Source: an optimization exercise on an open RTL-to-GDS flow (aim: small area and a short achievable clock period). Production flows keep margins and buffers that such runs may drop. Only simulation tests tie the RTL to the original design; equivalence was not proved.

==> inputs of 08-25 <==
## addmachine
module addmachine
    ( input wire clock
    , input wire reset
    , input wire prog_we
    , input wire[4:0] prog_addr
    , input wire[7:0] prog_data
    , output wire[7:0] res
    );
==> module or11n, before the edit <==
module or11n
    ( input wire[10:0] tn
    , output wire y
    );
assign y = ~&tn;
endmodule
==> module addmachine, before the edit <==
module addmachine
    ( input wire clock
    , input wire reset
    , input wire prog_we
    , input wire[4:0] prog_addr
    , input wire[7:0] prog_data
    , output wire[7:0] res
    );
reg [7:0] acc;
reg [7:0] ex;
reg [7:0] opr;
reg       opf;
reg [7:0] fi;
reg       nfi, nacc, nm0;
reg [4:0] fad;
wire is_loadi = ex[7:4] == 4'b0001;
wire is_addi  = ex[7:4] == 4'b0010;
wire is_load  = ex[7:5] == 3'b101;
wire is_store = ex[7:5] == 3'b110;
wire rd_mem   = ex[7:6] == 2'b10;            
wire keep_acc = ~(is_loadi | is_load);       
wire [7:0] wdata = reset ? prog_data : acc;
wire [4:0] waddr = reset ? prog_addr : ex[4:0];
wire       wen   = reset ? prog_we : is_store;
wire [31:0] we, hold;
dec5c dw (.a(waddr), .en(wen), .y(we), .yn(hold));
wire [7:0] nx    = ({8{nfi}} & fi) | ({8{nacc}} & acc) | ({8{nm0}} & mem[0]);
wire [4:0] oaddr = nx[4:0];
wire       fwd_o = is_store && ex[4:0] == oaddr;
wire       fwd_f = is_store && ex[4:0] == fad;
wire [31:0] sel_op, sel_f;
dec5 dop (.a(oaddr), .y(sel_op));
dec5 df  (.a(fad), .y(sel_f));
reg [7:0] mem [0:31];
wire [7:0] opr_nxt, fi_nxt;
genvar i, j;
generate
    for (i = 0; i < 32; i = i + 1) begin : m
        wire [7:0] nxt;
        for (j = 0; j < 8; j = j + 1) begin : b
            wbit w (.q(mem[i][j]), .d(wdata[j]), .we(we[i]), .hold(hold[i]), .y(nxt[j]));
        end
        always @(posedge clock)
            mem[i] <= nxt;
    end
    for (j = 0; j < 8; j = j + 1) begin : r
        wire [10:0] to, tf;
        for (i = 0; i < 10; i = i + 1) begin : g
            ao3n uo (.a0(mem[3*i][j]), .s0(sel_op[3*i]), .a1(mem[3*i+1][j]), .s1(sel_op[3*i+1]),
                     .a2(mem[3*i+2][j]), .s2(sel_op[3*i+2]), .yn(to[i]));
            ao3n uf (.a0(mem[3*i][j]), .s0(sel_f[3*i]), .a1(mem[3*i+1][j]), .s1(sel_f[3*i+1]),
                     .a2(mem[3*i+2][j]), .s2(sel_f[3*i+2]), .yn(tf[i]));
        end
        assign to[10] = ~((mem[30][j] & sel_op[30]) | (mem[31][j] & sel_op[31]));
        assign tf[10] = ~((mem[30][j] & sel_f[30]) | (mem[31][j] & sel_f[31]));
        or11n co (.tn(to), .y(opr_nxt[j]));
        or11n cf (.tn(tf), .y(fi_nxt[j]));
    end
endgenerate
wire [7:0] imm = (is_loadi | is_addi) ? {4'b0000, ex[3:0]} : 8'd0;
wire [7:0] opv = rd_mem ? (opf ? acc : opr) : 8'd0;
wire [7:0] sum = (keep_acc ? acc : 8'd0) + (opv | imm);
always @(posedge clock) begin
    opr <= opr_nxt;
    opf <= fwd_o;
    fi  <= fi_nxt;
    if (reset) begin
        ex   <= 8'd0;
        acc  <= 8'd0;
        nfi  <= 1'b0;
        nacc <= 1'b0;
        nm0  <= 1'b1;
        fad  <= 5'd1;
    end else begin
        ex   <= nx;
        acc  <= sum;
        nacc <= (nx[7:5] == 3'b110 && nx[4:0] == fad) || fwd_f;
        nfi  <= !((nx[7:5] == 3'b110 && nx[4:0] == fad) || fwd_f);
        nm0  <= 1'b0;
        fad  <= nx[7:5] == 3'b111 ? nx[4:0] : fad + 5'd1;
    end
end
assign res = reset ? 8'd0 : acc;
endmodule
Settings: LEC_CHECK=0, ABC_CLOCK_PERIOD_IN_PS=2800, CAP_MARGIN=20, CELL_PAD_IN_SITES_DETAIL_PLACEMENT=1, CELL_PAD_IN_SITES_GLOBAL_PLACEMENT=2, CORE_MARGIN=2, CORE_UTILIZATION=45, PLACE_DENSITY=0.65, SETUP_SLACK_MARGIN=3.2, SLEW_MARGIN=20, SYNTH_HIERARCHICAL=1, SYNTH_MINIMUM_KEEP_SIZE=0, TNS_END_PERCENT=5; clock period 6.0 ns.
standard.sh (not shown) runs the stock make flow with config.mk's settings and CLKGATE_MAP_FILE= SYNTH_SCRIPT=/design/flow/synth_recipe.tcl, a recipe that flattens the netlist after the stock synthesis.
==> flow/flow/run.sh <==
#!/bin/bash
# The standard layout, with two changes: the ports get plain buf_2 buffers
# (which timing repair may resize), and clock tree synthesis adds no dummy
# loads and clusters more flip-flops per leaf buffer.
set -euo pipefail
export BUFFER_PORTS_ARGS="-buffer_cell sky130_fd_sc_hd__buf_2"
export CTS_ARGS="-sink_clustering_enable -repair_clock_nets -buf_list {sky130_fd_sc_hd__clkbuf_4 sky130_fd_sc_hd__clkbuf_8} -sink_clustering_size 14 -sink_clustering_max_diameter 60 -dont_use_dummy_load"
bash standard.sh > standard.log 2>&1
==> 12-14 (differences from 08-25) <==
--- a/flow/design.v
+++ b/flow/design.v
@@ -73,11 +73,27 @@
     end
 endgenerate
 endmodule
+module and4m (input wire a, input wire b, input wire c, input wire d, output wire y);
+assign y = a & b & c & d;
+endmodule
+module and3m (input wire a, input wire b, input wire c, output wire y);
+assign y = a & b & c;
+endmodule
+module nand3m (input wire a, input wire b, input wire c, output wire y);
+assign y = ~(a & b & c);
+endmodule
 module or11n
     ( input wire[10:0] tn
     , output wire y
     );
-assign y = ~&tn;
+wire p0, p1, p2;
+and4m  g0 (.a(tn[0]), .b(tn[1]), .c(tn[2]), .d(tn[3]), .y(p0));
+and4m  g1 (.a(tn[4]), .b(tn[5]), .c(tn[6]), .d(tn[7]), .y(p1));
+and3m  g2 (.a(tn[8]), .b(tn[9]), .c(tn[10]), .y(p2));
+nand3m g3 (.a(p0), .b(p1), .c(p2), .y(y));
+endmodule
+module resgate (input wire a, input wire r, input wire b, output wire y);
+assign y = a & ~r & ~b;
 endmodule
 module addmachine
     ( input wire clock
@@ -92,12 +108,12 @@
 reg [7:0] opr;
 reg       opf;
 reg [7:0] fi;
-reg       nfi, nacc, nm0;
+reg       nfi, nacc, bub;
 reg [4:0] fad;
 wire is_loadi = ex[7:4] == 4'b0001;
 wire is_addi  = ex[7:4] == 4'b0010;
 wire is_load  = ex[7:5] == 3'b101;
-wire is_store = ex[7:5] == 3'b110;
+wire is_store = ex[7:5] == 3'b110 && !bub;
 wire rd_mem   = ex[7:6] == 2'b10;            
 wire keep_acc = ~(is_loadi | is_load);       
 wire [7:0] wdata = reset ? prog_data : acc;
@@ -105,7 +121,7 @@
 wire       wen   = reset ? prog_we : is_store;
 wire [31:0] we, hold;
 dec5c dw (.a(waddr), .en(wen), .y(we), .yn(hold));
-wire [7:0] nx    = ({8{nfi}} & fi) | ({8{nacc}} & acc) | ({8{nm0}} & mem[0]);
+wire [7:0] nx    = ({8{nfi}} & fi) | ({8{nacc}} & acc) | ({8{bub}} & mem[0]);
 wire [4:0] oaddr = nx[4:0];
 wire       fwd_o = is_store && ex[4:0] == oaddr;
 wire       fwd_f = is_store && ex[4:0] == fad;
@@ -145,21 +161,23 @@
     opr <= opr_nxt;
     opf <= fwd_o;
     fi  <= fi_nxt;
+    ex  <= nx;
+    acc <= bub ? 8'd0 : sum;
+    bub <= reset;
     if (reset) begin
-        ex   <= 8'd0;
-        acc  <= 8'd0;
         nfi  <= 1'b0;
         nacc <= 1'b0;
-        nm0  <= 1'b1;
         fad  <= 5'd1;
     end else begin
-        ex   <= nx;
-        acc  <= sum;
         nacc <= (nx[7:5] == 3'b110 && nx[4:0] == fad) || fwd_f;
         nfi  <= !((nx[7:5] == 3'b110 && nx[4:0] == fad) || fwd_f);
-        nm0  <= 1'b0;
         fad  <= nx[7:5] == 3'b111 ? nx[4:0] : fad + 5'd1;
     end
 end
-assign res = reset ? 8'd0 : acc;
+genvar q;
+generate
+    for (q = 0; q < 8; q = q + 1) begin : o
+        resgate g (.a(acc[q]), .r(reset), .b(bub), .y(res[q]));
+    end
+endgenerate
 endmodule
Settings changed: CORE_UTILIZATION 45 to 40, SETUP_SLACK_MARGIN 3.2 to 3.1, TNS_END_PERCENT 5 to 100.
==> impl_metrics.tcl <==
set metrics [dict create \
    worstHoldStart "mem[10][2]" \
    synthSimpleGateAreaFrac 0.130 \
    grt_pass1_wl_um 79600 \
    status "finished clean" \
    clkCellAreaFrac 0.0284 \
    total_power_mw 4.52 \
    die-area_sq_mm 0.0290 \
]
# the run above: 08-25

==> impl_metrics.tcl <==
set metrics [dict create \
    postLayoutCellArea_sq_mm 0.0140 \
    status "finished clean" \
    path_depth 8 \
    clkCellAreaFrac 0.0334 \
    required_ps 6410 \
    path_buf_inv 2 \
    worstHoldStart "mem[16][6]" \
    area_delta_synth_final_pct 11.1 \
    synthSimpleGateAreaFrac 0.138 \
    die-area_sq_mm 0.0330 \
    grt.total_usage 0.316 \
    max_stage_delay_ps 620 \
    total_power_mw 5.71 \
    whs_ps 502 \
]
# the run above: 12-14

[separate check: timing with driven ports]
In the flow no input, the clock included, has a driving cell. The finished layouts below were timed again as built, in two steps.
Step 1 (the two cells are an assumption about what drives the block):
set clk [get_ports {clock}]
set_driving_cell -lib_cell sky130_fd_sc_hd__clkbuf_16 $clk
set_driving_cell -lib_cell sky130_fd_sc_hd__buf_2 [delete_from_list [all_inputs] $clk]
Step 2 adds t to the input delays and takes it off the output delays; t is the mean of the earliest and latest rising clock arrival at the registers after step 1. Input paths then give back, and output paths get back, about the clock's delay inside the block.
Three values: ideal, step 1, step 2; two values: the first two.
run	t, ns	setup WS [ns]	worst register clock-pin slew, ns	pins driven straight from the clock port
08-25	0.646	2.997 / 2.985 / 2.399	0.09 / 0.09	1
12-14	0.578	3.114 / 3.016 / 2.468	0.09 / 0.09	1
After both steps setup and hold are still met in every run listed. For 12-14, which loses most, drivers alone change the setup slack by -0.098 ns; drivers and shift together by -0.646 ns.
